What follows belongs to an exercise in optimizing a design on an open flow for small area, a short achievable clock period and few clock cycles; a production flow would make more cautious choices. Only simulation tests tie the RTL to the original design; equivalence was not proved. No activity file was given, so power comes from the tool's default toggle rates.

## flow/flow/run.sh

```bash
#!/bin/bash
# Standard layout, with the ports buffered by buf cells instead of the delay
# buffer that buffer_ports picks by default.
export BUFFER_PORTS_ARGS="-buffer_cell sky130_fd_sc_hd__buf_2"
bash standard.sh > standard.log 2>&1
```

## flow/standard.sh

```bash
#!/bin/bash
# synth_recipe.tcl (not shown) runs the flow's synth.tcl, then flattens the netlist and writes it again
# the make line also repeats each setting of config.mk as NAME=value (left out here)
make -C /OpenROAD-flow-scripts/flow DESIGN_CONFIG=/design/flow/config.mk WORK_HOME=/design/flow/orfs CLKGATE_MAP_FILE= SYNTH_SCRIPT=/design/flow/synth_recipe.tcl "${@:-finish}"
```

## flow/config.mk

```make
export PLATFORM = sky130hd
export DESIGN_NAME = fmultiplier
export DESIGN_NICKNAME = fmultiplier
export VERILOG_FILES = /design/flow/design.v
export SDC_FILE = /design/flow/constraint.sdc
export NUM_CORES = 4
export LEC_CHECK = 0
export ABC_AREA = 1
export CAP_MARGIN = 20
export CORE_MARGIN = 2
export CORE_UTILIZATION = 40
export PLACE_DENSITY = 0.6
export SETUP_SLACK_MARGIN = 4.0
export SLEW_MARGIN = 20
export SYNTH_HIERARCHICAL = 1
```

## flow/constraint.sdc

```tcl
create_clock -name core_clock -period 10.0 [get_ports {clk}]
set_input_delay 2.0000 -clock core_clock [delete_from_list [all_inputs] [get_ports {clk}]]
set_output_delay 2.0000 -clock core_clock [all_outputs]
set_load 0.01 [all_outputs]
```

## flow/design.v

```verilog
`timescale 1ns / 1ps
module fmultiplier(
    input  wire        clk,
    input  wire        rst,
    input  wire        valid,       
    input  wire [31:0] a,
    input  wire [31:0] b,
    output reg  [31:0] z,
    output reg         out_valid    
);
    function automatic [4:0] msb23(input [22:0] x);
        integer i;
        begin
            msb23 = 5'd0;
            for (i = 0; i < 23; i = i + 1)
                if (x[i]) msb23 = i[4:0];
        end
    endfunction
    function automatic [4:0] tz24(input [23:0] x);
        integer i;
        reg found;
        begin
            tz24 = 5'd24;
            found = 1'b0;
            for (i = 0; i < 24; i = i + 1)
                if (!found && x[i]) begin
                    tz24 = i[4:0];
                    found = 1'b1;
                end
        end
    endfunction
    wire        sa = a[31], sb = b[31];
    wire [7:0]  ea = a[30:23], eb = b[30:23];
    wire [22:0] fa = a[22:0], fb = b[22:0];
    wire a_ez = (ea == 8'h00), b_ez = (eb == 8'h00);
    wire a_eo = (ea == 8'hFF), b_eo = (eb == 8'hFF);
    wire a_fz = (fa == 23'd0), b_fz = (fb == 23'd0);
    wire a_nan  = a_eo & ~a_fz, b_nan  = b_eo & ~b_fz;
    wire a_inf  = a_eo &  a_fz, b_inf  = b_eo &  b_fz;
    wire a_zero = a_ez &  a_fz, b_zero = b_ez &  b_fz;
    wire is_nan  = a_nan | b_nan | (a_inf & b_zero) | (b_inf & a_zero);
    wire is_inf  = a_inf | b_inf;
    wire is_zero = a_zero | b_zero;
    wire [23:0] ma = {~a_ez, fa};
    wire [23:0] mb = {~b_ez, fb};
    wire [7:0]  xa = {ea[7:1], ea[0] | a_ez};
    wire [7:0]  xb = {eb[7:1], eb[0] | b_ez};
    wire [26:0] yb = {2'b00, mb, 1'b0};
    wire [12:0] bn;               
    wire [24:0] bm0, bm1, bm2, bm3, bm4, bm5, bm6, bm7, bm8, bm9, bm10, bm11, bm12;
    wire [24:0] bmx [0:12];
    genvar gi;
    generate
        for (gi = 0; gi < 13; gi = gi + 1) begin : g_booth
            wire d2 = yb[2*gi+2], d1 = yb[2*gi+1], d0 = yb[2*gi];
            wire one = d1 ^ d0;
            wire two = (d2 & ~d1 & ~d0) | (~d2 & d1 & d0);
            assign bn[gi] = d2 & ~(d1 & d0);
            assign bmx[gi] = (({25{one}} & {1'b0, ma}) | ({25{two}} & {ma, 1'b0})) ^ {25{bn[gi]}};
        end
    endgenerate
    assign bm0 = bmx[0];   assign bm1 = bmx[1];   assign bm2 = bmx[2];
    assign bm3 = bmx[3];   assign bm4 = bmx[4];   assign bm5 = bmx[5];
    assign bm6 = bmx[6];   assign bm7 = bmx[7];   assign bm8 = bmx[8];
    assign bm9 = bmx[9];   assign bm10 = bmx[10]; assign bm11 = bmx[11];
    assign bm12 = bmx[12];
    wire hs0, hc0;
    fmul_ha u_ha0 (.a(bn[8]), .b(bm0[16]), .s(hs0), .co(hc0));
    wire hs1, hc1;
    fmul_ha u_ha1 (.a(bm0[17]), .b(bm1[15]), .s(hs1), .co(hc1));
    wire fs0, fc0;
    fmul_fa u_fa0 (.a(bn[9]), .b(bm0[18]), .c(bm1[16]), .s(fs0), .co(fc0));
    wire hs2, hc2;
    fmul_ha u_ha2 (.a(bm2[14]), .b(bm3[12]), .s(hs2), .co(hc2));
    wire fs1, fc1;
    fmul_fa u_fa1 (.a(bm0[19]), .b(bm1[17]), .c(bm2[15]), .s(fs1), .co(fc1));
    wire hs3, hc3;
    fmul_ha u_ha3 (.a(bm3[13]), .b(bm4[11]), .s(hs3), .co(hc3));
    wire fs2, fc2;
    fmul_fa u_fa2 (.a(bn[10]), .b(bm0[20]), .c(bm1[18]), .s(fs2), .co(fc2));
    wire fs3, fc3;
    fmul_fa u_fa3 (.a(bm2[16]), .b(bm3[14]), .c(bm4[12]), .s(fs3), .co(fc3));
    wire hs4, hc4;
    fmul_ha u_ha4 (.a(bm5[10]), .b(bm6[8]), .s(hs4), .co(hc4));
    wire fs4, fc4;
    fmul_fa u_fa4 (.a(bm0[21]), .b(bm1[19]), .c(bm2[17]), .s(fs4), .co(fc4));
    wire fs5, fc5;
    fmul_fa u_fa5 (.a(bm3[15]), .b(bm4[13]), .c(bm5[11]), .s(fs5), .co(fc5));
    wire hs5, hc5;
    fmul_ha u_ha5 (.a(bm6[9]), .b(bm7[7]), .s(hs5), .co(hc5));
    wire fs6, fc6;
    fmul_fa u_fa6 (.a(bn[11]), .b(bm0[22]), .c(bm1[20]), .s(fs6), .co(fc6));
    wire fs7, fc7;
    fmul_fa u_fa7 (.a(bm2[18]), .b(bm3[16]), .c(bm4[14]), .s(fs7), .co(fc7));
    wire fs8, fc8;
    fmul_fa u_fa8 (.a(bm5[12]), .b(bm6[10]), .c(bm7[8]), .s(fs8), .co(fc8));
    wire hs6, hc6;
    fmul_ha u_ha6 (.a(bm8[6]), .b(bm9[4]), .s(hs6), .co(hc6));
    wire fs9, fc9;
    fmul_fa u_fa9 (.a(bm0[23]), .b(bm1[21]), .c(bm2[19]), .s(fs9), .co(fc9));
    wire fs10, fc10;
    fmul_fa u_fa10 (.a(bm3[17]), .b(bm4[15]), .c(bm5[13]), .s(fs10), .co(fc10));
    wire fs11, fc11;
    fmul_fa u_fa11 (.a(bm6[11]), .b(bm7[9]), .c(bm8[7]), .s(fs11), .co(fc11));
    wire hs7, hc7;
    fmul_ha u_ha7 (.a(bm9[5]), .b(bm10[3]), .s(hs7), .co(hc7));
    wire fs12, fc12;
    fmul_fa u_fa12 (.a(bm0[24]), .b(bm1[22]), .c(bm2[20]), .s(fs12), .co(fc12));
    wire fs13, fc13;
    fmul_fa u_fa13 (.a(bm3[18]), .b(bm4[16]), .c(bm5[14]), .s(fs13), .co(fc13));
    wire fs14, fc14;
    fmul_fa u_fa14 (.a(bm6[12]), .b(bm7[10]), .c(bm8[8]), .s(fs14), .co(fc14));
    wire fs15, fc15;
    fmul_fa u_fa15 (.a(bm9[6]), .b(bm10[4]), .c(bm11[2]), .s(fs15), .co(fc15));
    wire fs16, fc16;
    fmul_fa u_fa16 (.a(bn[0]), .b(bm1[23]), .c(bm2[21]), .s(fs16), .co(fc16));
    wire fs17, fc17;
    fmul_fa u_fa17 (.a(bm3[19]), .b(bm4[17]), .c(bm5[15]), .s(fs17), .co(fc17));
    wire fs18, fc18;
    fmul_fa u_fa18 (.a(bm6[13]), .b(bm7[11]), .c(bm8[9]), .s(fs18), .co(fc18));
    wire fs19, fc19;
    fmul_fa u_fa19 (.a(bm9[7]), .b(bm10[5]), .c(bm11[3]), .s(fs19), .co(fc19));
    wire fs20, fc20;
    fmul_fa u_fa20 (.a(bn[0]), .b(bm1[24]), .c(bm2[22]), .s(fs20), .co(fc20));
    wire fs21, fc21;
    fmul_fa u_fa21 (.a(bm3[20]), .b(bm4[18]), .c(bm5[16]), .s(fs21), .co(fc21));
    wire fs22, fc22;
    fmul_fa u_fa22 (.a(bm6[14]), .b(bm7[12]), .c(bm8[10]), .s(fs22), .co(fc22));
    wire fs23, fc23;
    fmul_fa u_fa23 (.a(bm9[8]), .b(bm10[6]), .c(bm11[4]), .s(fs23), .co(fc23));
    wire fs24, fc24;
    fmul_fa u_fa24 (.a(~bn[0]), .b(~bn[1]), .c(bm2[23]), .s(fs24), .co(fc24));
    wire fs25, fc25;
    fmul_fa u_fa25 (.a(bm3[21]), .b(bm4[19]), .c(bm5[17]), .s(fs25), .co(fc25));
    wire fs26, fc26;
    fmul_fa u_fa26 (.a(bm6[15]), .b(bm7[13]), .c(bm8[11]), .s(fs26), .co(fc26));
    wire fs27, fc27;
    fmul_fa u_fa27 (.a(bm9[9]), .b(bm10[7]), .c(bm11[5]), .s(fs27), .co(fc27));
    wire fs28, fc28;
    fmul_fa u_fa28 (.a(1'b1), .b(bm2[24]), .c(bm3[22]), .s(fs28), .co(fc28));
    wire fs29, fc29;
    fmul_fa u_fa29 (.a(bm4[20]), .b(bm5[18]), .c(bm6[16]), .s(fs29), .co(fc29));
    wire fs30, fc30;
    fmul_fa u_fa30 (.a(bm7[14]), .b(bm8[12]), .c(bm9[10]), .s(fs30), .co(fc30));
    wire hs8, hc8;
    fmul_ha u_ha8 (.a(bm10[8]), .b(bm11[6]), .s(hs8), .co(hc8));
    wire fs31, fc31;
    fmul_fa u_fa31 (.a(~bn[2]), .b(bm3[23]), .c(bm4[21]), .s(fs31), .co(fc31));
    wire fs32, fc32;
    fmul_fa u_fa32 (.a(bm5[19]), .b(bm6[17]), .c(bm7[15]), .s(fs32), .co(fc32));
    wire fs33, fc33;
    fmul_fa u_fa33 (.a(bm8[13]), .b(bm9[11]), .c(bm10[9]), .s(fs33), .co(fc33));
    wire fs34, fc34;
    fmul_fa u_fa34 (.a(1'b1), .b(bm3[24]), .c(bm4[22]), .s(fs34), .co(fc34));
    wire fs35, fc35;
    fmul_fa u_fa35 (.a(bm5[20]), .b(bm6[18]), .c(bm7[16]), .s(fs35), .co(fc35));
    wire hs9, hc9;
    fmul_ha u_ha9 (.a(bm8[14]), .b(bm9[12]), .s(hs9), .co(hc9));
    wire fs36, fc36;
    fmul_fa u_fa36 (.a(~bn[3]), .b(bm4[23]), .c(bm5[21]), .s(fs36), .co(fc36));
    wire fs37, fc37;
    fmul_fa u_fa37 (.a(bm6[19]), .b(bm7[17]), .c(bm8[15]), .s(fs37), .co(fc37));
    wire fs38, fc38;
    fmul_fa u_fa38 (.a(1'b1), .b(bm4[24]), .c(bm5[22]), .s(fs38), .co(fc38));
    wire hs10, hc10;
    fmul_ha u_ha10 (.a(bm6[20]), .b(bm7[18]), .s(hs10), .co(hc10));
    wire fs39, fc39;
    fmul_fa u_fa39 (.a(~bn[4]), .b(bm5[23]), .c(bm6[21]), .s(fs39), .co(fc39));
    wire hs11, hc11;
    fmul_ha u_ha11 (.a(1'b1), .b(bm5[24]), .s(hs11), .co(hc11));
    wire hs12, hc12;
    fmul_ha u_ha12 (.a(bn[5]), .b(bm0[10]), .s(hs12), .co(hc12));
    wire hs13, hc13;
    fmul_ha u_ha13 (.a(bm0[11]), .b(bm1[9]), .s(hs13), .co(hc13));
    wire fs40, fc40;
    fmul_fa u_fa40 (.a(bn[6]), .b(bm0[12]), .c(bm1[10]), .s(fs40), .co(fc40));
    wire hs14, hc14;
    fmul_ha u_ha14 (.a(bm2[8]), .b(bm3[6]), .s(hs14), .co(hc14));
    wire fs41, fc41;
    fmul_fa u_fa41 (.a(bm0[13]), .b(bm1[11]), .c(bm2[9]), .s(fs41), .co(fc41));
    wire hs15, hc15;
    fmul_ha u_ha15 (.a(bm3[7]), .b(bm4[5]), .s(hs15), .co(hc15));
    wire fs42, fc42;
    fmul_fa u_fa42 (.a(bn[7]), .b(bm0[14]), .c(bm1[12]), .s(fs42), .co(fc42));
    wire fs43, fc43;
    fmul_fa u_fa43 (.a(bm2[10]), .b(bm3[8]), .c(bm4[6]), .s(fs43), .co(fc43));
    wire hs16, hc16;
    fmul_ha u_ha16 (.a(bm5[4]), .b(bm6[2]), .s(hs16), .co(hc16));
    wire fs44, fc44;
    fmul_fa u_fa44 (.a(bm0[15]), .b(bm1[13]), .c(bm2[11]), .s(fs44), .co(fc44));
    wire fs45, fc45;
    fmul_fa u_fa45 (.a(bm3[9]), .b(bm4[7]), .c(bm5[5]), .s(fs45), .co(fc45));
    wire hs17, hc17;
    fmul_ha u_ha17 (.a(bm6[3]), .b(bm7[1]), .s(hs17), .co(hc17));
    wire fs46, fc46;
    fmul_fa u_fa46 (.a(bm1[14]), .b(bm2[12]), .c(bm3[10]), .s(fs46), .co(fc46));
    wire fs47, fc47;
    fmul_fa u_fa47 (.a(bm4[8]), .b(bm5[6]), .c(bm6[4]), .s(fs47), .co(fc47));
    wire fs48, fc48;
    fmul_fa u_fa48 (.a(bm7[2]), .b(bm8[0]), .c(hs0), .s(fs48), .co(fc48));
    wire fs49, fc49;
    fmul_fa u_fa49 (.a(bm2[13]), .b(bm3[11]), .c(bm4[9]), .s(fs49), .co(fc49));
    wire fs50, fc50;
    fmul_fa u_fa50 (.a(bm5[7]), .b(bm6[5]), .c(bm7[3]), .s(fs50), .co(fc50));
    wire fs51, fc51;
    fmul_fa u_fa51 (.a(bm8[1]), .b(hc0), .c(hs1), .s(fs51), .co(fc51));
    wire fs52, fc52;
    fmul_fa u_fa52 (.a(bm4[10]), .b(bm5[8]), .c(bm6[6]), .s(fs52), .co(fc52));
    wire fs53, fc53;
    fmul_fa u_fa53 (.a(bm7[4]), .b(bm8[2]), .c(bm9[0]), .s(fs53), .co(fc53));
    wire fs54, fc54;
    fmul_fa u_fa54 (.a(hc1), .b(hs2), .c(fs0), .s(fs54), .co(fc54));
    wire fs55, fc55;
    fmul_fa u_fa55 (.a(bm5[9]), .b(bm6[7]), .c(bm7[5]), .s(fs55), .co(fc55));
    wire fs56, fc56;
    fmul_fa u_fa56 (.a(bm8[3]), .b(bm9[1]), .c(hc2), .s(fs56), .co(fc56));
    wire fs57, fc57;
    fmul_fa u_fa57 (.a(hs3), .b(fc0), .c(fs1), .s(fs57), .co(fc57));
    wire fs58, fc58;
    fmul_fa u_fa58 (.a(bm7[6]), .b(bm8[4]), .c(bm9[2]), .s(fs58), .co(fc58));
    wire fs59, fc59;
    fmul_fa u_fa59 (.a(bm10[0]), .b(hc3), .c(hs4), .s(fs59), .co(fc59));
    wire fs60, fc60;
    fmul_fa u_fa60 (.a(fc1), .b(fs2), .c(fs3), .s(fs60), .co(fc60));
    wire fs61, fc61;
    fmul_fa u_fa61 (.a(bm8[5]), .b(bm9[3]), .c(bm10[1]), .s(fs61), .co(fc61));
    wire fs62, fc62;
    fmul_fa u_fa62 (.a(hc4), .b(hs5), .c(fc2), .s(fs62), .co(fc62));
    wire fs63, fc63;
    fmul_fa u_fa63 (.a(fc3), .b(fs4), .c(fs5), .s(fs63), .co(fc63));
    wire fs64, fc64;
    fmul_fa u_fa64 (.a(bm10[2]), .b(bm11[0]), .c(hc5), .s(fs64), .co(fc64));
    wire fs65, fc65;
    fmul_fa u_fa65 (.a(hs6), .b(fc4), .c(fc5), .s(fs65), .co(fc65));
    wire fs66, fc66;
    fmul_fa u_fa66 (.a(fs6), .b(fs7), .c(fs8), .s(fs66), .co(fc66));
    wire fs67, fc67;
    fmul_fa u_fa67 (.a(bm11[1]), .b(hc6), .c(hs7), .s(fs67), .co(fc67));
    wire fs68, fc68;
    fmul_fa u_fa68 (.a(fc6), .b(fc7), .c(fc8), .s(fs68), .co(fc68));
    wire fs69, fc69;
    fmul_fa u_fa69 (.a(fs9), .b(fs10), .c(fs11), .s(fs69), .co(fc69));
    wire fs70, fc70;
    fmul_fa u_fa70 (.a(bm12[0]), .b(hc7), .c(fc9), .s(fs70), .co(fc70));
    wire fs71, fc71;
    fmul_fa u_fa71 (.a(fc10), .b(fc11), .c(fs12), .s(fs71), .co(fc71));
    wire fs72, fc72;
    fmul_fa u_fa72 (.a(fs13), .b(fs14), .c(fs15), .s(fs72), .co(fc72));
    wire fs73, fc73;
    fmul_fa u_fa73 (.a(bm12[1]), .b(fc12), .c(fc13), .s(fs73), .co(fc73));
    wire fs74, fc74;
    fmul_fa u_fa74 (.a(fc14), .b(fc15), .c(fs16), .s(fs74), .co(fc74));
    wire fs75, fc75;
    fmul_fa u_fa75 (.a(fs17), .b(fs18), .c(fs19), .s(fs75), .co(fc75));
    wire fs76, fc76;
    fmul_fa u_fa76 (.a(bm12[2]), .b(fc16), .c(fc17), .s(fs76), .co(fc76));
    wire fs77, fc77;
    fmul_fa u_fa77 (.a(fc18), .b(fc19), .c(fs20), .s(fs77), .co(fc77));
    wire fs78, fc78;
    fmul_fa u_fa78 (.a(fs21), .b(fs22), .c(fs23), .s(fs78), .co(fc78));
    wire fs79, fc79;
    fmul_fa u_fa79 (.a(bm12[3]), .b(fc20), .c(fc21), .s(fs79), .co(fc79));
    wire fs80, fc80;
    fmul_fa u_fa80 (.a(fc22), .b(fc23), .c(fs24), .s(fs80), .co(fc80));
    wire fs81, fc81;
    fmul_fa u_fa81 (.a(fs25), .b(fs26), .c(fs27), .s(fs81), .co(fc81));
    wire fs82, fc82;
    fmul_fa u_fa82 (.a(bm12[4]), .b(hs8), .c(fc24), .s(fs82), .co(fc82));
    wire fs83, fc83;
    fmul_fa u_fa83 (.a(fc25), .b(fc26), .c(fc27), .s(fs83), .co(fc83));
    wire fs84, fc84;
    fmul_fa u_fa84 (.a(fs28), .b(fs29), .c(fs30), .s(fs84), .co(fc84));
    wire fs85, fc85;
    fmul_fa u_fa85 (.a(bm11[7]), .b(bm12[5]), .c(hc8), .s(fs85), .co(fc85));
    wire fs86, fc86;
    fmul_fa u_fa86 (.a(fc28), .b(fc29), .c(fc30), .s(fs86), .co(fc86));
    wire fs87, fc87;
    fmul_fa u_fa87 (.a(fs31), .b(fs32), .c(fs33), .s(fs87), .co(fc87));
    wire fs88, fc88;
    fmul_fa u_fa88 (.a(bm10[10]), .b(bm11[8]), .c(bm12[6]), .s(fs88), .co(fc88));
    wire fs89, fc89;
    fmul_fa u_fa89 (.a(hs9), .b(fc31), .c(fc32), .s(fs89), .co(fc89));
    wire fs90, fc90;
    fmul_fa u_fa90 (.a(fc33), .b(fs34), .c(fs35), .s(fs90), .co(fc90));
    wire fs91, fc91;
    fmul_fa u_fa91 (.a(bm9[13]), .b(bm10[11]), .c(bm11[9]), .s(fs91), .co(fc91));
    wire fs92, fc92;
    fmul_fa u_fa92 (.a(bm12[7]), .b(hc9), .c(fc34), .s(fs92), .co(fc92));
    wire fs93, fc93;
    fmul_fa u_fa93 (.a(fc35), .b(fs36), .c(fs37), .s(fs93), .co(fc93));
    wire fs94, fc94;
    fmul_fa u_fa94 (.a(bm8[16]), .b(bm9[14]), .c(bm10[12]), .s(fs94), .co(fc94));
    wire fs95, fc95;
    fmul_fa u_fa95 (.a(bm11[10]), .b(bm12[8]), .c(hs10), .s(fs95), .co(fc95));
    wire fs96, fc96;
    fmul_fa u_fa96 (.a(fc36), .b(fc37), .c(fs38), .s(fs96), .co(fc96));
    wire fs97, fc97;
    fmul_fa u_fa97 (.a(bm7[19]), .b(bm8[17]), .c(bm9[15]), .s(fs97), .co(fc97));
    wire fs98, fc98;
    fmul_fa u_fa98 (.a(bm10[13]), .b(bm11[11]), .c(bm12[9]), .s(fs98), .co(fc98));
    wire fs99, fc99;
    fmul_fa u_fa99 (.a(hc10), .b(fc38), .c(fs39), .s(fs99), .co(fc99));
    wire fs100, fc100;
    fmul_fa u_fa100 (.a(bm6[22]), .b(bm7[20]), .c(bm8[18]), .s(fs100), .co(fc100));
    wire fs101, fc101;
    fmul_fa u_fa101 (.a(bm9[16]), .b(bm10[14]), .c(bm11[12]), .s(fs101), .co(fc101));
    wire fs102, fc102;
    fmul_fa u_fa102 (.a(bm12[10]), .b(hs11), .c(fc39), .s(fs102), .co(fc102));
    wire fs103, fc103;
    fmul_fa u_fa103 (.a(~bn[5]), .b(bm6[23]), .c(bm7[21]), .s(fs103), .co(fc103));
    wire fs104, fc104;
    fmul_fa u_fa104 (.a(bm8[19]), .b(bm9[17]), .c(bm10[15]), .s(fs104), .co(fc104));
    wire fs105, fc105;
    fmul_fa u_fa105 (.a(bm11[13]), .b(bm12[11]), .c(hc11), .s(fs105), .co(fc105));
    wire fs106, fc106;
    fmul_fa u_fa106 (.a(1'b1), .b(bm6[24]), .c(bm7[22]), .s(fs106), .co(fc106));
    wire fs107, fc107;
    fmul_fa u_fa107 (.a(bm8[20]), .b(bm9[18]), .c(bm10[16]), .s(fs107), .co(fc107));
    wire hs18, hc18;
    fmul_ha u_ha18 (.a(bm11[14]), .b(bm12[12]), .s(hs18), .co(hc18));
    wire fs108, fc108;
    fmul_fa u_fa108 (.a(~bn[6]), .b(bm7[23]), .c(bm8[21]), .s(fs108), .co(fc108));
    wire fs109, fc109;
    fmul_fa u_fa109 (.a(bm9[19]), .b(bm10[17]), .c(bm11[15]), .s(fs109), .co(fc109));
    wire fs110, fc110;
    fmul_fa u_fa110 (.a(1'b1), .b(bm7[24]), .c(bm8[22]), .s(fs110), .co(fc110));
    wire hs19, hc19;
    fmul_ha u_ha19 (.a(bm9[20]), .b(bm10[18]), .s(hs19), .co(hc19));
    wire fs111, fc111;
    fmul_fa u_fa111 (.a(~bn[7]), .b(bm8[23]), .c(bm9[21]), .s(fs111), .co(fc111));
    wire hs20, hc20;
    fmul_ha u_ha20 (.a(1'b1), .b(bm8[24]), .s(hs20), .co(hc20));
    wire hs21, hc21;
    fmul_ha u_ha21 (.a(bn[3]), .b(bm0[6]), .s(hs21), .co(hc21));
    wire hs22, hc22;
    fmul_ha u_ha22 (.a(bm0[7]), .b(bm1[5]), .s(hs22), .co(hc22));
    wire fs112, fc112;
    fmul_fa u_fa112 (.a(bn[4]), .b(bm0[8]), .c(bm1[6]), .s(fs112), .co(fc112));
    wire hs23, hc23;
    fmul_ha u_ha23 (.a(bm2[4]), .b(bm3[2]), .s(hs23), .co(hc23));
    wire fs113, fc113;
    fmul_fa u_fa113 (.a(bm0[9]), .b(bm1[7]), .c(bm2[5]), .s(fs113), .co(fc113));
    wire hs24, hc24;
    fmul_ha u_ha24 (.a(bm3[3]), .b(bm4[1]), .s(hs24), .co(hc24));
    wire fs114, fc114;
    fmul_fa u_fa114 (.a(bm1[8]), .b(bm2[6]), .c(bm3[4]), .s(fs114), .co(fc114));
    wire fs115, fc115;
    fmul_fa u_fa115 (.a(bm4[2]), .b(bm5[0]), .c(hs12), .s(fs115), .co(fc115));
    wire fs116, fc116;
    fmul_fa u_fa116 (.a(bm2[7]), .b(bm3[5]), .c(bm4[3]), .s(fs116), .co(fc116));
    wire fs117, fc117;
    fmul_fa u_fa117 (.a(bm5[1]), .b(hc12), .c(hs13), .s(fs117), .co(fc117));
    wire fs118, fc118;
    fmul_fa u_fa118 (.a(bm4[4]), .b(bm5[2]), .c(bm6[0]), .s(fs118), .co(fc118));
    wire fs119, fc119;
    fmul_fa u_fa119 (.a(hc13), .b(hs14), .c(fs40), .s(fs119), .co(fc119));
    wire fs120, fc120;
    fmul_fa u_fa120 (.a(bm5[3]), .b(bm6[1]), .c(hc14), .s(fs120), .co(fc120));
    wire fs121, fc121;
    fmul_fa u_fa121 (.a(hs15), .b(fc40), .c(fs41), .s(fs121), .co(fc121));
    wire fs122, fc122;
    fmul_fa u_fa122 (.a(bm7[0]), .b(hc15), .c(hs16), .s(fs122), .co(fc122));
    wire fs123, fc123;
    fmul_fa u_fa123 (.a(fc41), .b(fs42), .c(fs43), .s(fs123), .co(fc123));
    wire fs124, fc124;
    fmul_fa u_fa124 (.a(hc16), .b(hs17), .c(fc42), .s(fs124), .co(fc124));
    wire fs125, fc125;
    fmul_fa u_fa125 (.a(fc43), .b(fs44), .c(fs45), .s(fs125), .co(fc125));
    wire fs126, fc126;
    fmul_fa u_fa126 (.a(hc17), .b(fc44), .c(fc45), .s(fs126), .co(fc126));
    wire fs127, fc127;
    fmul_fa u_fa127 (.a(fs46), .b(fs47), .c(fs48), .s(fs127), .co(fc127));
    wire fs128, fc128;
    fmul_fa u_fa128 (.a(fc46), .b(fc47), .c(fs49), .s(fs128), .co(fc128));
    wire fs129, fc129;
    fmul_fa u_fa129 (.a(fs50), .b(fc48), .c(fs51), .s(fs129), .co(fc129));
    wire fs130, fc130;
    fmul_fa u_fa130 (.a(fc49), .b(fc50), .c(fs52), .s(fs130), .co(fc130));
    wire fs131, fc131;
    fmul_fa u_fa131 (.a(fs53), .b(fc51), .c(fs54), .s(fs131), .co(fc131));
    wire fs132, fc132;
    fmul_fa u_fa132 (.a(fc52), .b(fc53), .c(fs55), .s(fs132), .co(fc132));
    wire fs133, fc133;
    fmul_fa u_fa133 (.a(fs56), .b(fc54), .c(fs57), .s(fs133), .co(fc133));
    wire fs134, fc134;
    fmul_fa u_fa134 (.a(fc55), .b(fs58), .c(fc56), .s(fs134), .co(fc134));
    wire fs135, fc135;
    fmul_fa u_fa135 (.a(fs59), .b(fc57), .c(fs60), .s(fs135), .co(fc135));
    wire fs136, fc136;
    fmul_fa u_fa136 (.a(fc58), .b(fs61), .c(fc59), .s(fs136), .co(fc136));
    wire fs137, fc137;
    fmul_fa u_fa137 (.a(fc60), .b(fs62), .c(fs63), .s(fs137), .co(fc137));
    wire fs138, fc138;
    fmul_fa u_fa138 (.a(fc61), .b(fs64), .c(fc62), .s(fs138), .co(fc138));
    wire fs139, fc139;
    fmul_fa u_fa139 (.a(fc63), .b(fs65), .c(fs66), .s(fs139), .co(fc139));
    wire fs140, fc140;
    fmul_fa u_fa140 (.a(fc64), .b(fs67), .c(fc65), .s(fs140), .co(fc140));
    wire fs141, fc141;
    fmul_fa u_fa141 (.a(fc66), .b(fs68), .c(fs69), .s(fs141), .co(fc141));
    wire fs142, fc142;
    fmul_fa u_fa142 (.a(fc67), .b(fc68), .c(fc69), .s(fs142), .co(fc142));
    wire fs143, fc143;
    fmul_fa u_fa143 (.a(fs70), .b(fs71), .c(fs72), .s(fs143), .co(fc143));
    wire fs144, fc144;
    fmul_fa u_fa144 (.a(fc70), .b(fc71), .c(fc72), .s(fs144), .co(fc144));
    wire fs145, fc145;
    fmul_fa u_fa145 (.a(fs73), .b(fs74), .c(fs75), .s(fs145), .co(fc145));
    wire fs146, fc146;
    fmul_fa u_fa146 (.a(fc73), .b(fc74), .c(fc75), .s(fs146), .co(fc146));
    wire fs147, fc147;
    fmul_fa u_fa147 (.a(fs76), .b(fs77), .c(fs78), .s(fs147), .co(fc147));
    wire fs148, fc148;
    fmul_fa u_fa148 (.a(fc76), .b(fc77), .c(fc78), .s(fs148), .co(fc148));
    wire fs149, fc149;
    fmul_fa u_fa149 (.a(fs79), .b(fs80), .c(fs81), .s(fs149), .co(fc149));
    wire fs150, fc150;
    fmul_fa u_fa150 (.a(fc79), .b(fc80), .c(fc81), .s(fs150), .co(fc150));
    wire fs151, fc151;
    fmul_fa u_fa151 (.a(fs82), .b(fs83), .c(fs84), .s(fs151), .co(fc151));
    wire fs152, fc152;
    fmul_fa u_fa152 (.a(fs85), .b(fc82), .c(fc83), .s(fs152), .co(fc152));
    wire fs153, fc153;
    fmul_fa u_fa153 (.a(fc84), .b(fs86), .c(fs87), .s(fs153), .co(fc153));
    wire fs154, fc154;
    fmul_fa u_fa154 (.a(fs88), .b(fc85), .c(fc86), .s(fs154), .co(fc154));
    wire fs155, fc155;
    fmul_fa u_fa155 (.a(fc87), .b(fs89), .c(fs90), .s(fs155), .co(fc155));
    wire fs156, fc156;
    fmul_fa u_fa156 (.a(fc88), .b(fs91), .c(fc89), .s(fs156), .co(fc156));
    wire fs157, fc157;
    fmul_fa u_fa157 (.a(fc90), .b(fs92), .c(fs93), .s(fs157), .co(fc157));
    wire fs158, fc158;
    fmul_fa u_fa158 (.a(fc91), .b(fs94), .c(fs95), .s(fs158), .co(fc158));
    wire fs159, fc159;
    fmul_fa u_fa159 (.a(fc92), .b(fc93), .c(fs96), .s(fs159), .co(fc159));
    wire fs160, fc160;
    fmul_fa u_fa160 (.a(fc94), .b(fs97), .c(fs98), .s(fs160), .co(fc160));
    wire fs161, fc161;
    fmul_fa u_fa161 (.a(fc95), .b(fc96), .c(fs99), .s(fs161), .co(fc161));
    wire fs162, fc162;
    fmul_fa u_fa162 (.a(fc97), .b(fc98), .c(fs100), .s(fs162), .co(fc162));
    wire fs163, fc163;
    fmul_fa u_fa163 (.a(fs101), .b(fc99), .c(fs102), .s(fs163), .co(fc163));
    wire fs164, fc164;
    fmul_fa u_fa164 (.a(fc100), .b(fc101), .c(fs103), .s(fs164), .co(fc164));
    wire fs165, fc165;
    fmul_fa u_fa165 (.a(fs104), .b(fs105), .c(fc102), .s(fs165), .co(fc165));
    wire fs166, fc166;
    fmul_fa u_fa166 (.a(hs18), .b(fc103), .c(fc104), .s(fs166), .co(fc166));
    wire fs167, fc167;
    fmul_fa u_fa167 (.a(fs106), .b(fs107), .c(fc105), .s(fs167), .co(fc167));
    wire fs168, fc168;
    fmul_fa u_fa168 (.a(bm12[13]), .b(hc18), .c(fc106), .s(fs168), .co(fc168));
    wire fs169, fc169;
    fmul_fa u_fa169 (.a(fc107), .b(fs108), .c(fs109), .s(fs169), .co(fc169));
    wire fs170, fc170;
    fmul_fa u_fa170 (.a(bm11[16]), .b(bm12[14]), .c(hs19), .s(fs170), .co(fc170));
    wire fs171, fc171;
    fmul_fa u_fa171 (.a(fc108), .b(fc109), .c(fs110), .s(fs171), .co(fc171));
    wire fs172, fc172;
    fmul_fa u_fa172 (.a(bm10[19]), .b(bm11[17]), .c(bm12[15]), .s(fs172), .co(fc172));
    wire fs173, fc173;
    fmul_fa u_fa173 (.a(hc19), .b(fc110), .c(fs111), .s(fs173), .co(fc173));
    wire fs174, fc174;
    fmul_fa u_fa174 (.a(bm9[22]), .b(bm10[20]), .c(bm11[18]), .s(fs174), .co(fc174));
    wire fs175, fc175;
    fmul_fa u_fa175 (.a(bm12[16]), .b(hs20), .c(fc111), .s(fs175), .co(fc175));
    wire fs176, fc176;
    fmul_fa u_fa176 (.a(~bn[8]), .b(bm9[23]), .c(bm10[21]), .s(fs176), .co(fc176));
    wire fs177, fc177;
    fmul_fa u_fa177 (.a(bm11[19]), .b(bm12[17]), .c(hc20), .s(fs177), .co(fc177));
    wire fs178, fc178;
    fmul_fa u_fa178 (.a(1'b1), .b(bm9[24]), .c(bm10[22]), .s(fs178), .co(fc178));
    wire hs25, hc25;
    fmul_ha u_ha25 (.a(bm11[20]), .b(bm12[18]), .s(hs25), .co(hc25));
    wire fs179, fc179;
    fmul_fa u_fa179 (.a(~bn[9]), .b(bm10[23]), .c(bm11[21]), .s(fs179), .co(fc179));
    wire hs26, hc26;
    fmul_ha u_ha26 (.a(1'b1), .b(bm10[24]), .s(hs26), .co(hc26));
    wire hs27, hc27;
    fmul_ha u_ha27 (.a(bn[2]), .b(bm0[4]), .s(hs27), .co(hc27));
    wire hs28, hc28;
    fmul_ha u_ha28 (.a(bm0[5]), .b(bm1[3]), .s(hs28), .co(hc28));
    wire fs180, fc180;
    fmul_fa u_fa180 (.a(bm1[4]), .b(bm2[2]), .c(bm3[0]), .s(fs180), .co(fc180));
    wire fs181, fc181;
    fmul_fa u_fa181 (.a(bm2[3]), .b(bm3[1]), .c(hc21), .s(fs181), .co(fc181));
    wire fs182, fc182;
    fmul_fa u_fa182 (.a(bm4[0]), .b(hc22), .c(hs23), .s(fs182), .co(fc182));
    wire fs183, fc183;
    fmul_fa u_fa183 (.a(hc23), .b(hs24), .c(fc112), .s(fs183), .co(fc183));
    wire fs184, fc184;
    fmul_fa u_fa184 (.a(hc24), .b(fc113), .c(fs114), .s(fs184), .co(fc184));
    wire fs185, fc185;
    fmul_fa u_fa185 (.a(fc114), .b(fs116), .c(fc115), .s(fs185), .co(fc185));
    wire fs186, fc186;
    fmul_fa u_fa186 (.a(fc116), .b(fs118), .c(fc117), .s(fs186), .co(fc186));
    wire fs187, fc187;
    fmul_fa u_fa187 (.a(fc118), .b(fs120), .c(fc119), .s(fs187), .co(fc187));
    wire fs188, fc188;
    fmul_fa u_fa188 (.a(fc120), .b(fs122), .c(fc121), .s(fs188), .co(fc188));
    wire fs189, fc189;
    fmul_fa u_fa189 (.a(fc122), .b(fc123), .c(fs124), .s(fs189), .co(fc189));
    wire fs190, fc190;
    fmul_fa u_fa190 (.a(fc124), .b(fc125), .c(fs126), .s(fs190), .co(fc190));
    wire fs191, fc191;
    fmul_fa u_fa191 (.a(fc126), .b(fs128), .c(fc127), .s(fs191), .co(fc191));
    wire fs192, fc192;
    fmul_fa u_fa192 (.a(fc128), .b(fs130), .c(fc129), .s(fs192), .co(fc192));
    wire fs193, fc193;
    fmul_fa u_fa193 (.a(fc130), .b(fs132), .c(fc131), .s(fs193), .co(fc193));
    wire fs194, fc194;
    fmul_fa u_fa194 (.a(fc132), .b(fs134), .c(fc133), .s(fs194), .co(fc194));
    wire fs195, fc195;
    fmul_fa u_fa195 (.a(fc134), .b(fs136), .c(fc135), .s(fs195), .co(fc195));
    wire fs196, fc196;
    fmul_fa u_fa196 (.a(fc136), .b(fs138), .c(fc137), .s(fs196), .co(fc196));
    wire fs197, fc197;
    fmul_fa u_fa197 (.a(fc138), .b(fs140), .c(fc139), .s(fs197), .co(fc197));
    wire fs198, fc198;
    fmul_fa u_fa198 (.a(fc140), .b(fc141), .c(fs142), .s(fs198), .co(fc198));
    wire fs199, fc199;
    fmul_fa u_fa199 (.a(fc142), .b(fc143), .c(fs144), .s(fs199), .co(fc199));
    wire fs200, fc200;
    fmul_fa u_fa200 (.a(fc144), .b(fc145), .c(fs146), .s(fs200), .co(fc200));
    wire fs201, fc201;
    fmul_fa u_fa201 (.a(fc146), .b(fc147), .c(fs148), .s(fs201), .co(fc201));
    wire fs202, fc202;
    fmul_fa u_fa202 (.a(fc148), .b(fc149), .c(fs150), .s(fs202), .co(fc202));
    wire fs203, fc203;
    fmul_fa u_fa203 (.a(fc150), .b(fs152), .c(fc151), .s(fs203), .co(fc203));
    wire fs204, fc204;
    fmul_fa u_fa204 (.a(fc152), .b(fs154), .c(fc153), .s(fs204), .co(fc204));
    wire fs205, fc205;
    fmul_fa u_fa205 (.a(fc154), .b(fs156), .c(fc155), .s(fs205), .co(fc205));
    wire fs206, fc206;
    fmul_fa u_fa206 (.a(fs158), .b(fc156), .c(fc157), .s(fs206), .co(fc206));
    wire fs207, fc207;
    fmul_fa u_fa207 (.a(fs160), .b(fc158), .c(fc159), .s(fs207), .co(fc207));
    wire fs208, fc208;
    fmul_fa u_fa208 (.a(fc160), .b(fs162), .c(fc161), .s(fs208), .co(fc208));
    wire fs209, fc209;
    fmul_fa u_fa209 (.a(fc162), .b(fs164), .c(fc163), .s(fs209), .co(fc209));
    wire fs210, fc210;
    fmul_fa u_fa210 (.a(fc164), .b(fs166), .c(fs167), .s(fs210), .co(fc210));
    wire fs211, fc211;
    fmul_fa u_fa211 (.a(fc166), .b(fs168), .c(fs169), .s(fs211), .co(fc211));
    wire fs212, fc212;
    fmul_fa u_fa212 (.a(fs170), .b(fc168), .c(fc169), .s(fs212), .co(fc212));
    wire fs213, fc213;
    fmul_fa u_fa213 (.a(fs172), .b(fc170), .c(fc171), .s(fs213), .co(fc213));
    wire fs214, fc214;
    fmul_fa u_fa214 (.a(fc172), .b(fs174), .c(fc173), .s(fs214), .co(fc214));
    wire fs215, fc215;
    fmul_fa u_fa215 (.a(fc174), .b(fs176), .c(fs177), .s(fs215), .co(fc215));
    wire fs216, fc216;
    fmul_fa u_fa216 (.a(hs25), .b(fc176), .c(fs178), .s(fs216), .co(fc216));
    wire fs217, fc217;
    fmul_fa u_fa217 (.a(bm12[19]), .b(hc25), .c(fc178), .s(fs217), .co(fc217));
    wire fs218, fc218;
    fmul_fa u_fa218 (.a(bm11[22]), .b(bm12[20]), .c(hs26), .s(fs218), .co(fc218));
    wire fs219, fc219;
    fmul_fa u_fa219 (.a(~bn[10]), .b(bm11[23]), .c(bm12[21]), .s(fs219), .co(fc219));
    wire hs29, hc29;
    fmul_ha u_ha29 (.a(1'b1), .b(bm11[24]), .s(hs29), .co(hc29));
    wire hs30, hc30;
    fmul_ha u_ha30 (.a(bn[1]), .b(bm0[2]), .s(hs30), .co(hc30));
    wire hs31, hc31;
    fmul_ha u_ha31 (.a(bm0[3]), .b(bm1[1]), .s(hs31), .co(hc31));
    wire fs220, fc220;
    fmul_fa u_fa220 (.a(bm1[2]), .b(bm2[0]), .c(hs27), .s(fs220), .co(fc220));
    wire fs221, fc221;
    fmul_fa u_fa221 (.a(bm2[1]), .b(hc27), .c(hs28), .s(fs221), .co(fc221));
    wire fs222, fc222;
    fmul_fa u_fa222 (.a(hc28), .b(hs21), .c(fs180), .s(fs222), .co(fc222));
    wire fs223, fc223;
    fmul_fa u_fa223 (.a(hs22), .b(fc180), .c(fs181), .s(fs223), .co(fc223));
    wire fs224, fc224;
    fmul_fa u_fa224 (.a(fs112), .b(fc181), .c(fs182), .s(fs224), .co(fc224));
    wire fs225, fc225;
    fmul_fa u_fa225 (.a(fs113), .b(fc182), .c(fs183), .s(fs225), .co(fc225));
    wire fs226, fc226;
    fmul_fa u_fa226 (.a(fs115), .b(fc183), .c(fs184), .s(fs226), .co(fc226));
    wire fs227, fc227;
    fmul_fa u_fa227 (.a(fs117), .b(fc184), .c(fs185), .s(fs227), .co(fc227));
    wire fs228, fc228;
    fmul_fa u_fa228 (.a(fs119), .b(fc185), .c(fs186), .s(fs228), .co(fc228));
    wire fs229, fc229;
    fmul_fa u_fa229 (.a(fs121), .b(fc186), .c(fs187), .s(fs229), .co(fc229));
    wire fs230, fc230;
    fmul_fa u_fa230 (.a(fs123), .b(fc187), .c(fs188), .s(fs230), .co(fc230));
    wire fs231, fc231;
    fmul_fa u_fa231 (.a(fs125), .b(fc188), .c(fs189), .s(fs231), .co(fc231));
    wire fs232, fc232;
    fmul_fa u_fa232 (.a(fs127), .b(fc189), .c(fs190), .s(fs232), .co(fc232));
    wire fs233, fc233;
    fmul_fa u_fa233 (.a(fs129), .b(fc190), .c(fs191), .s(fs233), .co(fc233));
    wire fs234, fc234;
    fmul_fa u_fa234 (.a(fs131), .b(fc191), .c(fs192), .s(fs234), .co(fc234));
    wire fs235, fc235;
    fmul_fa u_fa235 (.a(fs133), .b(fc192), .c(fs193), .s(fs235), .co(fc235));
    wire fs236, fc236;
    fmul_fa u_fa236 (.a(fs135), .b(fc193), .c(fs194), .s(fs236), .co(fc236));
    wire fs237, fc237;
    fmul_fa u_fa237 (.a(fs137), .b(fc194), .c(fs195), .s(fs237), .co(fc237));
    wire fs238, fc238;
    fmul_fa u_fa238 (.a(fs139), .b(fc195), .c(fs196), .s(fs238), .co(fc238));
    wire fs239, fc239;
    fmul_fa u_fa239 (.a(fs141), .b(fc196), .c(fs197), .s(fs239), .co(fc239));
    wire fs240, fc240;
    fmul_fa u_fa240 (.a(fs143), .b(fc197), .c(fs198), .s(fs240), .co(fc240));
    wire fs241, fc241;
    fmul_fa u_fa241 (.a(fs145), .b(fc198), .c(fs199), .s(fs241), .co(fc241));
    wire fs242, fc242;
    fmul_fa u_fa242 (.a(fs147), .b(fc199), .c(fs200), .s(fs242), .co(fc242));
    wire fs243, fc243;
    fmul_fa u_fa243 (.a(fs149), .b(fc200), .c(fs201), .s(fs243), .co(fc243));
    wire fs244, fc244;
    fmul_fa u_fa244 (.a(fs151), .b(fc201), .c(fs202), .s(fs244), .co(fc244));
    wire fs245, fc245;
    fmul_fa u_fa245 (.a(fs153), .b(fc202), .c(fs203), .s(fs245), .co(fc245));
    wire fs246, fc246;
    fmul_fa u_fa246 (.a(fs155), .b(fc203), .c(fs204), .s(fs246), .co(fc246));
    wire fs247, fc247;
    fmul_fa u_fa247 (.a(fs157), .b(fc204), .c(fs205), .s(fs247), .co(fc247));
    wire fs248, fc248;
    fmul_fa u_fa248 (.a(fs159), .b(fc205), .c(fs206), .s(fs248), .co(fc248));
    wire fs249, fc249;
    fmul_fa u_fa249 (.a(fs161), .b(fc206), .c(fs207), .s(fs249), .co(fc249));
    wire fs250, fc250;
    fmul_fa u_fa250 (.a(fs163), .b(fc207), .c(fs208), .s(fs250), .co(fc250));
    wire fs251, fc251;
    fmul_fa u_fa251 (.a(fs165), .b(fs209), .c(fc208), .s(fs251), .co(fc251));
    wire fs252, fc252;
    fmul_fa u_fa252 (.a(fc165), .b(fs210), .c(fc209), .s(fs252), .co(fc252));
    wire fs253, fc253;
    fmul_fa u_fa253 (.a(fc167), .b(fs211), .c(fc210), .s(fs253), .co(fc253));
    wire fs254, fc254;
    fmul_fa u_fa254 (.a(fs171), .b(fc211), .c(fs212), .s(fs254), .co(fc254));
    wire fs255, fc255;
    fmul_fa u_fa255 (.a(fs173), .b(fc212), .c(fs213), .s(fs255), .co(fc255));
    wire fs256, fc256;
    fmul_fa u_fa256 (.a(fs175), .b(fc213), .c(fs214), .s(fs256), .co(fc256));
    wire fs257, fc257;
    fmul_fa u_fa257 (.a(fc175), .b(fs215), .c(fc214), .s(fs257), .co(fc257));
    wire fs258, fc258;
    fmul_fa u_fa258 (.a(fc177), .b(fs216), .c(fc215), .s(fs258), .co(fc258));
    wire fs259, fc259;
    fmul_fa u_fa259 (.a(fs179), .b(fc216), .c(fs217), .s(fs259), .co(fc259));
    wire fs260, fc260;
    fmul_fa u_fa260 (.a(fc179), .b(fs218), .c(fc217), .s(fs260), .co(fc260));
    wire fs261, fc261;
    fmul_fa u_fa261 (.a(hc26), .b(fs219), .c(fc218), .s(fs261), .co(fc261));
    wire fs262, fc262;
    fmul_fa u_fa262 (.a(bm12[22]), .b(hs29), .c(fc219), .s(fs262), .co(fc262));
    wire fs263, fc263;
    fmul_fa u_fa263 (.a(~bn[11]), .b(bm12[23]), .c(hc29), .s(fs263), .co(fc263));
    wire [47:0] s_row = {fs263, fs262, fs261, fc259, fs259, fs258, fs257, fc255, fc254, fs254, fs253, fs252, fc250, fc249, fc248, fc247, fc246, fc245, fc244, fc243, fc242, fc241, fc240, fc239, fc238, fc237, fc236, fc235, fc234, fc233, fc232, fc231, fc230, fc229, fc228, fc227, fc226, fc225, fc224, fc223, fc222, fc221, fc220, hc31, hc30, bm1[0], bm0[1], bn[0]};
    wire [47:0] c_row = {fc262, fc261, fc260, fs260, fc258, fc257, fc256, fs256, fs255, fc253, fc252, fc251, fs251, fs250, fs249, fs248, fs247, fs246, fs245, fs244, fs243, fs242, fs241, fs240, fs239, fs238, fs237, fs236, fs235, fs234, fs233, fs232, fs231, fs230, fs229, fs228, fs227, fs226, fs225, fs224, fs223, fs222, fs221, fs220, hs31, hs30, 1'b0, bm0[0]};
    wire [4:0]  ka  = msb23(fa), kb = msb23(fb);    
    wire [5:0]  tzs = tz24(ma) + tz24(mb);          
    wire [8:0]  xs  = {1'b0, xa} + {1'b0, xb};
    wire signed [10:0] u_nn = $signed({2'b00, xs}) - 11'sd128;
    wire signed [10:0] u_an = $signed({3'b000, xb}) + $signed({6'd0, ka}) - 11'sd150;
    wire signed [10:0] u_bn = $signed({3'b000, xa}) + $signed({6'd0, kb}) - 11'sd150;
    wire signed [10:0] u  = a_ez ? u_an : (b_ez ? u_bn : u_nn);
    wire        nrm = ~u[10];                       
    wire [4:0]  t1  = a_ez ? ka : (b_ez ? kb : 5'd23);    
    wire signed [10:0] t2 = 11'sd151 - $signed({2'b00, xs});    
    wire        t2big = (xs < 9'd88);               
    wire [5:0]  t2c = t2big ? 6'd63 : t2[5:0];
    wire [5:0]  tsh = nrm ? {1'b0, t1} : t2c;       
    wire [7:0]  e_0 = nrm ? u[7:0] : 8'd0;          
    wire        st1 = nrm ? (tzs < {1'b0, t1}) : (t2big | (tzs < t2[5:0]));
    wire        st0 = nrm ? (tzs + 6'd1 < {1'b0, t1}) : (t2big | (tzs + 6'd1 < t2[5:0]));
    wire        ovf_hi = nrm & (u >= 11'sd254);
    wire        ovf_eq = nrm & (u == 11'sd253);
    wire        special = is_nan | is_inf | is_zero;
    wire        slow = ~special & (a_ez | b_ez | u_nn[10]);
    localparam K = 16;
    wire [K:0]  p_lo = {1'b0, s_row[K-1:0]} + {1'b0, c_row[K-1:0]};
    reg [47:K] r_s, r_c;
    reg [K-1:0] r_plo;
    reg        r_cy;
    reg [5:0]  r_tsh;
    reg [7:0]  r_e0;
    reg        r_st1, r_st0, r_ovh, r_ove, r_sz, r_nan, r_inf, r_zero, r_slow;
    reg        r_v1;              
    reg        r_v2;              
    reg [47:22] r_q;              
    wire        hold = r_v1 & r_slow;
    always @(posedge clk) begin
        r_s    <= s_row[47:K];
        r_c    <= c_row[47:K];
        r_plo  <= p_lo[K-1:0];
        r_cy   <= p_lo[K];
        r_tsh  <= tsh;
    end
    always @(posedge clk) begin
        if (!hold) begin
            r_e0   <= e_0;
            r_st1  <= st1;
            r_st0  <= st0;
            r_ovh  <= ovf_hi & ~is_zero;
            r_ove  <= ovf_eq & ~is_zero;
            r_sz   <= sa ^ sb;
            r_nan  <= is_nan;
            r_inf  <= is_inf;
            r_zero <= is_zero;
            r_slow <= slow;
        end
    end
    always @(posedge clk or posedge rst) begin
        if (rst) begin
            r_v1 <= 1'b0;
            r_v2 <= 1'b0;
        end else begin
            r_v1 <= valid;
            r_v2 <= r_v1 & r_slow;
        end
    end
    wire [47:K] p_hi = r_s + r_c + {{(47-K){1'b0}}, r_cy};
    wire [47:0] p = {p_hi, r_plo};
    wire [70:0] x  = {p, 23'd0};
    wire [70:0] qx = x >> r_tsh;
    always @(posedge clk) r_q <= qx[47:22];
    wire [47:22] q = r_v2 ? r_q : p[47:22];
    wire [7:0]  e_1 = r_e0 + 8'd1;
    wire [7:0]  e_2 = r_e0 + 8'd2;
    wire        inc_h = q[23] & (r_st1 | q[24]);
    wire [30:0] pk_h0 = {e_2, q[46:24]};
    wire [30:0] pk_h1 = pk_h0 + 31'd1;
    wire [30:0] pk_h  = inc_h ? pk_h1 : pk_h0;
    wire        inc_l = q[22] & (r_st0 | q[23]);
    wire [30:0] pk_l0 = {(q[46] ? e_1 : r_e0), q[45:23]};
    wire [30:0] pk_l1 = pk_l0 + 31'd1;
    wire [30:0] pk_l  = inc_l ? pk_l1 : pk_l0;
    wire [30:0] pk    = q[47] ? pk_h : pk_l;
    wire        ovf   = r_ovh | (r_ove & q[47]);
    always @(*) out_valid = (r_v1 & ~r_slow) | r_v2;
    always @(*) begin
        if (r_nan)
            z = 32'h7FC0_0000;
        else if (r_inf | ovf)
            z = {r_sz, 8'hFF, 23'd0};
        else if (r_zero)
            z = {r_sz, 31'd0};
        else
            z = {r_sz, pk};
    end
endmodule
module fmul_fa(input wire a, input wire b, input wire c, output wire s, output wire co);
    assign s  = a ^ b ^ c;
    assign co = (a & b) | (a & c) | (b & c);
endmodule
module fmul_ha(input wire a, input wire b, output wire s, output wire co);
    assign s  = a ^ b;
    assign co = a & b;
endmodule
```

==> results of run 1 <==
synthesized netlist by cell type (all sizes together) (2+ instances only):
| cell | instances |
|---|---|
| o21bai | 14 |
| nand4 | 29 |
| a21boi | 6 |
| a21o | 5 |
| dfrtp | 2 |
| nand3b | 3 |
| o211ai | 8 |
| o22ai | 282 |
| buf | 38 |
| a221oi | 3 |
| mux2i | 9 |
| a22oi | 3 |
| a211o | 2 |
| a21oi | 132 |
| o221ai | 2 |
| nor3 | 35 |
| nand3 | 274 |
| o31ai | 6 |
| inv | 346 |
| clkbuf | 149 |
| a22o | 4 |
| clkinv | 25 |
| nand2 | 694 |
| xor2 | 337 |
| or2 | 22 |
| o2111ai | 2 |
| o311ai | 2 |
| fa | 270 |
| nor4 | 7 |
| xnor2 | 18 |
| ha | 158 |
| o21ai | 197 |
| dfxtp | 113 |
| nor2 | 326 |
| edfxtp | 17 |
| a31oi | 9 |
| o21a | 14 |
routing by layer:
metal	vias up	wire length, microns
li1	11990	-
met1	12090	40700
met2	1319	41640
met3	251	9068
met4	0	4271
met5	-	0
how the worst min path moves through the flow:
stage               startpoint  endpoint  slack [ns]
floorplan             r_tsh[5]   r_q[23]        0.49
finish                r_tsh[5]   r_q[23]        0.75
detailed placement    r_tsh[5]   r_q[23]        0.75
global route          r_tsh[5]   r_q[23]        0.80
CTS                   r_tsh[5]   r_q[23]        0.76
global placement      r_tsh[5]   r_q[23]        0.75
final cells by class:
class	count	area, sq um
Antenna cell	2	5.005
Clock buffer	17	425.4
Clock inverter	15	156.4
Fill cell	6535	34360
Multi-Input combinational cell	2893	21550
Tap cell	846	1059
Timing Repair Buffer	209	1424
Sequential cell	132	2826
Timing Repair inverter	8	50.05
Inverter	371	1453
cell families after synthesis:
group                    synth area share
other                           0.0001458
XOR/XNOR                           0.1209
AND/OR/NAND/NOR                    0.2356
AO/OA/AOI/OAI                      0.1600
multiplexers                     0.003941
buffers and inverters             0.08261
flip-flops                         0.1098
adder cells (fa/ha/maj)            0.2870
power by group through the flow:
stage               registers [mW]  logic [mW]  clock network [mW]
finish                        1.03        9.49               0.623
global route                  1.05        10.6               0.657
CTS                           1.03        8.97               0.637
detailed placement            1.04        8.78                   0
global placement              1.03        8.69                   0
floorplan                    0.982        6.22                   0
per-module statistics from Yosys, one instance, submodules excluded:
module       cells inside  area (sq um)  flip-flops and latches
fmultiplier          3276         20030                     132
fmul_fa                 1         20.02                       0
fmul_ha                 1         12.51                       0
worst register-to-register path, stage by stage, from the launching register on:
cell	delay [ns]
dfxtp_2	0.36
inv_2	0.06
fa_2	0.34
inv_2	0.07
fa_2	0.21
nand2_1	0.07
o21ai_2	0.16
nand2_1	0.10
nand2_2	0.14
nand2_2	0.08
nand2_2	0.08
nand2_1	0.15
nand2_1	0.13
nand2_1	0.07
nand2_1	0.06
inv_1	0.06
nand2_1	0.05
o21ai_0	0.13
or2_1	0.26
nand3_1	0.07
o21ai_0	0.13
o21ai_1	0.26
a21oi_1	0.20
what timing repair did:
| item | 4_1_cts | 5_1_grt |
|---|---|---|
| endpoints found under the hold margin | 0 | 0 |
| pin swaps | 11 | 47 |
| setup endpoints to repair | 72 | 66 |
| gates cloned | 0 | 11 |
| gates resized for setup | 55 | 172 |
| buffers inserted | 21 | 40 |
through the flow:
step	hold slack (ns)	instances	total power, mW	worst slack (ns)
floorplan	0.4899	3581	7.203	4.046
finish	0.7538	4493	11.13	3.997
CTS	0.7578	4438	10.64	3.950
global placement	0.7500	4385	9.725	2.888
detailed placement	0.7502	4385	9.813	2.850
global route	0.7978	4493	12.27	3.876
registers in the layout, summed over array words and instances, names as in the netlist:
| signal | count |
|---|---|
| r_tsh | 6 |
| r_cy | 1 |
| r_st1 | 1 |
| r_slow | 1 |
| r_ove | 1 |
| r_q | 26 |
| r_nan | 1 |
| r_plo | 16 |
| r_st0 | 1 |
| r_e0 | 8 |
| r_sz | 1 |
| r_inf | 1 |
| r_v2 | 1 |
| r_s | 32 |
| r_v1 | 1 |
| r_zero | 1 |
| r_c | 32 |
| r_ovh | 1 |
==> metrics.md, run 1 <==
| Metric | Value |
|---|---|
| Slew Limit Headroom | `0.2555` |
| Worst-path cell chain | `buf_2 -> ha_1 -> clkinvlp_2 -> o22ai_1 -> xor2_1 -> fa_1 -> fa_1 -> fa_1 -> fa_1 -> fa_1` |
| Syn Area/Cell | `7.200 sq um` |
| Synth-to-layout area growth | `12.56%` |
| Share of layout cells above drive strength 1 | `0.1476` |
| Hold Fails Final Rpt | `0` |
| Hpwl dp | `~70,000 microns` |
| Antenna violations before repair | `3` |
| Final setup viols | `0` |
| Post-route ant nets | `0` |
| Post-DP Area | `about 27,000 sq um` |
| R2r startpoint | `r_cy` |
| DRC | `0` |
| Most common cell after layout, fill and taps aside | `nand2_1` |
| Clock tree sinks | `132` |
| Crit Path Max Fanout | `11` |
| Final worst path period share | `0.6003` |
| Combinational Power Share | `0.852` |
| Yosys cell types | `63` |
| Sw Share | `0.5787` |
| Num CTS Buffers | `17` |
| Clock Skews | `0.01562 ns` |
| Maxcap violations | `0` |
| Critical path depth in cells | `10` |
| Unrepaired setup endpoints after global routing | `true` |
| Top cell type's share of synthesized area | `0.2102` |
| GR Util All Layers | `0.2771` |
| 1st-pass router iterations | `6` |
| WP data arrival | `around 6.3 ns` |
| Initial Util | `0.4062` |
| Final slew viol count | `0` |
| Gp weighted congestion | `0.9634` |
| Grt total ovfl | `0` |
| Initial DRC Count | `2,743` |
| FF-to-FF setup slack | `approximately 6.6 ns` |
| # hold bufs at CTS | `0` |
| Clk buf depth | `2` |
| H-tree depth | `4` |
| Drt wl/cell | `~21 microns` |
| Seq pwr share | `0.092` |
| Clock latency (worst-skew pair) | `0.46 ns` |
| Most used cell, CP | `fa_1` |
| Max frequency | `between 0.15 and 0.2 GHz` |
| EDFF count, synth | `17` |
| Internal power | `4.691 mW` |
| Post-layout minimum cycle time | `6.003 ns` |
| IO Count | `100` |
| Startpoint Class | `input port` |
| Pin count of the biggest net entering global routing | `55` |
| Ys flop type | `dfxtp_1` |
| Synth warn | `7` |
| Post-Syn Area | `25,720 sq um` |
| CTS clk-pin slew, worst paths | `around 0.070 ns` |
| GR Util met1 | `0.3765` |
| Top post-synthesis cells by area | `fa_1, xor2_1, nand2_1` |
| Row count | `a little over 90` |
| Crit path max-delay cell type | `clkinvlp_2` |
| Die Y | `~260 microns` |
| Commonest non-fill, non-tap cells in the layout | `nand2_1, xor2_1, inv_1, o22ai_1, fa_1` |
| HP Class | `reg -> reg` |
| Nets | `4,127` |
| DR vias | `25,640` |
| First-pass GRT wire length | `143,400 microns` |
| PD cells | `384.7 nW/um^2` |
| Gr busiest metal | `met2` |
| CTS tree | `done` |
| Sequential share of the synthesized area | `0.1098` |
| Port bufs | `99` |
| Setup TNS | `0 ns` |
| Met2 Resource Use GR | `0.4339` |
| CP Launch Point | `b[3]` |
| Synth Instances | `~3,600` |
| Crit. End Element | `register` |
| Clock power frac | `0.056` |
| Req. time, crit path | `10.31 ns` |
| CP delay by family, top | `adder cells` |
| Hold Path Depth | `1` |
| Design Area, Final | `28,950 sq um` |
| Seq cells post-synth | `132` |
| Max IR drop VDD | `0.2531 mV` |
| Synth area leader | `fa_1` |
| Crit-path max cell delay | `0.67 ns` |
| Worst R2R End | `r_q[41]` |
| Avg Vias per Cell | `5.707` |
| Asr flop ratio synth | `0.01515` |
| Core box area | `63,310 sq um` |
| Switching power | `6.444 mW` |
| Kind of critical path | `in -> reg` |
| Worst r2r path cells | `22` |
| Leak pwr | `13.12 nW` |
| Root buffer cell | `clkbuf_16` |
| Die W | `257.6 microns` |
| Overall die area | `66,340 sq um` |
| Slew @ Worst Pin | `1.116 ns` |
| Count of buffer and inverter cells on the critical path | `2` |
| Met3 usage | `0.05045` |
| Util after Layout | `0.4572` |
| Status | `complete, no violations` |
| Worst setup endpoint | `r_c[28]` |
| Routed WL | `95,680 microns` |
| Vias in the first global route | `24,570` |
Testbench counts, summed over its fixed seeds: cycles 16,137.
==> inputs of run 2 (changes only) <==
--- a/flow/config.mk
+++ b/flow/config.mk
@@ -14,2 +14,3 @@
 export SLEW_MARGIN = 20
 export SYNTH_HIERARCHICAL = 1
+export TNS_END_PERCENT = 100
==> metrics.md, run 2 <==
| Metric | Value |
|---|---|
| Status | `complete, no violations` |
| Maxcap violations | `0` |
| Slew Limit Headroom | `0.2555` |
| H-tree depth | `4` |
| PD cells | `about 380 nW/um^2` |
| Combinational Power Share | `0.852` |
| IO Count | `100` |
| Worst setup endpoint | `r_c[28]` |
| Share of layout cells above drive strength 1 | `0.1476` |
| Clock tree sinks | `132` |
| FF-to-FF setup slack | `6.60 ns` |
| Die W | `257.6 microns` |
| Post-layout minimum cycle time | `6.003 ns` |
| Num CTS Buffers | `17` |
| Clock Skews | `0.01562 ns` |
| Post-Syn Area | `about 26,000 sq um` |
| Multiplexer share of the synthesized area | `0.003941` |
| Critical path depth in cells | `10` |
| Leak pwr | `13.12 nW` |
| Synth Area in Compound Gates | `0.1600` |
| Synth warn | `7` |
| Post-Synth Adder-Cell Area | `0.2870` |
| DR vias | `25,640` |
| Setup TNS | `0 ns` |
| Synth area leader | `fa_1` |
| Seq cells post-synth | `132` |
| Drt wl/cell | `around 21 microns` |
| EDFF count, synth | `17` |
| Internal power | `between 4 and 5 mW` |
| Most used cell, CP | `fa_1` |
| Most common cell after layout, fill and taps aside | `nand2_1` |
| Max frequency | `0.1666 GHz` |
| Count leader, synth | `nand2_1` |
| Biggest regs | `r_c x32, r_s x32, r_q x26` |
| Avg Vias per Cell | `5.707` |
| Seq pwr share | `0.092` |
| Grt total ovfl | `0` |
| Crit path max-delay cell type | `clkinvlp_2` |
| Vias in the first global route | `24,570` |
| Final slew viol count | `0` |
| Startpoint Class | `input port` |
| Worst-path cell chain | `buf_2 -> ha_1 -> clkinvlp_2 -> o22ai_1 -> xor2_1 -> fa_1 -> fa_1 -> fa_1 -> fa_1 -> fa_1` |
| CTS clk-pin slew, worst paths | `approximately 0.070 ns` |
| Syn Area/Cell | `between 7 and 8 sq um` |
| Simple-Gate Fraction of Synth Area | `0.2356` |
| Nets | `4,127` |
| DRC | `0` |
| Final setup viols | `0` |
| CTS tree | `done` |
| Yosys cell types | `63` |
| First-pass GRT wire length | `143,400 microns` |
| Clock power frac | `0.056` |
| Slew @ Worst Pin | `1.116 ns` |
| Post-synthesis xor/xnor area fraction | `0.1209` |
| Sw Share | `0.5787` |
| CP Launch Point | `b[3]` |
| Row count | `92` |
| Initial Util | `0.4062` |
| Gp weighted congestion | `0.9634` |
| Hpwl dp | `roughly 69,000 microns` |
| Final worst setup slack | `roughly 4 ns` |
| Req. time, crit path | `10.31 ns` |
| Crit Path Max Fanout | `11` |
| Sequential share of the synthesized area | `0.1098` |
| Core box area | `63,310 sq um` |
| WP data arrival | `around 6.3 ns` |
| Antenna violations before repair | `3` |
| Worst slack, placed | `2.850 ns` |
| Max IR drop VDD | `between 0.2 and 0.3 mV` |
| Crit. End Element | `register` |
| Synth-to-layout area growth | `12.56%` |
| Hold_ws | `0.7538 ns` |
| Commonest non-fill, non-tap cells in the layout | `nand2_1, xor2_1, inv_1, o22ai_1, fa_1` |
| GR Util All Layers | `0.2771` |
| R2r startpoint | `r_cy` |
| Count of buffer and inverter cells on the critical path | `2` |
| Main combinational cell family by area after synthesis | `adder cells` |
| Clk buf depth | `2` |
| Switching power | `6.444 mW` |
| Post-synth top cells | `nand2_1, xor2_1, inv_1` |
| Crit-path max cell delay | `0.67 ns` |
| 1st-pass router iterations | `6` |
| Asr flop ratio synth | `0.01515` |
| Filler cell count in the final layout | `6,535` |
| Post-route ant nets | `0` |
| Final worst path period share | `0.6003` |
| Pin count of the biggest net entering global routing | `between 50 and 60` |
| Synth Instances | `3,572` |
| Top post-synthesis cells by area | `fa_1, xor2_1, nand2_1` |
| Initial DRC Count | `2,743` |
| Routed WL | `95,680 microns` |
| Unrepaired setup endpoints after global routing | `true` |
| Worst R2R End | `r_q[41]` |
| Power, Total | `11.13 mW` |
| HP Class | `reg -> reg` |
| Clock latency (worst-skew pair) | `0.46 ns` |
| Ys flop type | `dfxtp_1` |
| Hold Fails Final Rpt | `0` |
| Die Y | `257.6 microns` |
| Top cell type's share of synthesized area | `0.2102` |
| Port bufs | `99` |
| Root buffer cell | `clkbuf_16` |
| Worst r2r path cells | `22` |
| Overall die area | `66,340 sq um` |
| CP delay by family, top | `adder cells` |
| Kind of critical path | `in -> reg` |
==> run 2: cell counts after synthesis <==
Identical to the previous run, type by type.
==> run 2: timing repair <==
action | in CTS | in global routing
gates cloned | 0 | 11
pin swaps | 11 | 47
resized for setup | 55 | 172
setup buffers | 21 | 40
hold buffers | 0 | 0
endpoints found under the setup margin | 72 | 66
==> run 2: cell type report <==
type	count	area, sq um	share of cell area
clock buffer	17	425.4	0.01470
tap	846	1059	0.03657
clock inverter	15	156.4	0.005403
multi-input combinational	2893	21550	0.7444
timing repair buffer	209	1424	0.04919
sequential	132	2826	0.09764
antenna	2	5.005	0.0001729
inverter	371	1453	0.05018
timing repair inverter	8	50.05	0.001729
==> run 2: how the worst min path moves through the flow <==
stage | start | to | slack [ns] | depth (start not counted)
2_1_floorplan | r_tsh[5] | r_q[23] | 0.49 | 1
3_3_place_gp | r_tsh[5] | r_q[23] | 0.75 | 1
3_5_place_dp | r_tsh[5] | r_q[23] | 0.75 | 1
4_1_cts | r_tsh[5] | r_q[23] | 0.76 | 1
5_1_grt | r_tsh[5] | r_q[23] | 0.80 | 1
6_report | r_tsh[5] | r_q[23] | 0.75 | 1
==> run 2: per-stage QoR <==
| step | instance area (sq um) | util | std cells |
|---|---|---|---|
| floorplan | 25750 | - | 3581 |
| global placement | 27000 | 0.4264 | 4385 |
| detailed placement | 27000 | 0.4264 | 4385 |
| CTS | 27910 | 0.4409 | 4438 |
| global route | 28950 | 0.4572 | 4493 |
| finish | 28950 | 0.4572 | 4493 |
==> run 2: cells by family (layout without fill, tap and decap cells) <==
family	count (synthesis)	count (layout)
muxes	10	10
adders and majority gates	428	428
AOI/OAI and AO/OA	696	696
and+or+nand+nor	1392	1394
buffers and inverters	558	620
xor gates and xnor gates	355	355
other	1	12
DFF	132	132
==> run 2: power groups by stage <==
| stage | logic (mW) | registers [mW] | clock network (mW) |
|---|---|---|---|
| floorplan | 6.22 | 0.982 | 0 |
| global placement | 8.69 | 1.03 | 0 |
| detailed placement | 8.78 | 1.04 | 0 |
| CTS | 8.97 | 1.03 | 0.637 |
| global route | 10.6 | 1.05 | 0.657 |
| finish | 9.49 | 1.03 | 0.623 |
==> run 2: routing by layer <==
| layer | up-vias | GRT usage | routed length (microns) |
|---|---|---|---|
| met1 | 12090 | 0.3765 | 40700 |
| met3 | 251 | 0.05045 | 9068 |
| met2 | 1319 | 0.4339 | 41640 |
| met5 | - | 0 | 0 |
| li1 | 11990 | - | - |
| met4 | 0 | 0.1148 | 4271 |
==> run 2: per-module statistics from Yosys (local to each module, per instance) <==
module	flip-flops and latches	times used	cell area, sq um
fmul_fa	0	264	20.02
fmul_ha	0	32	12.51
fmultiplier	132	1	20030

## afterwards: timing with drivers on the ports
In the flow no input, the clock included, has a driving cell. The finished layouts below were timed again as built, in two steps. Step 1 assumes that a clkbuf_16 drives the clock port and a buf_2 every other input. Step 2 times the ports against the registers' clock, not the clock port: input delays grow and output delays shrink by t, the midpoint of the rising clock arrivals with the driver on. a / b / c = ideal ports / drivers / drivers and shift; a / b = the first two.
run	shift t [ns]	setup WS [ns]	latest minus earliest clock arrival (ns)	worst slew at a driven data input, ns	pins driven straight from the clock port
run 1	0.514	3.997 / 4.001 / 3.525	0.016 / 0.015	0.08	1
run 2	0.514	3.997 / 4.001 / 3.525	0.016 / 0.015	0.08	1
After both steps every run listed still meets setup and hold.
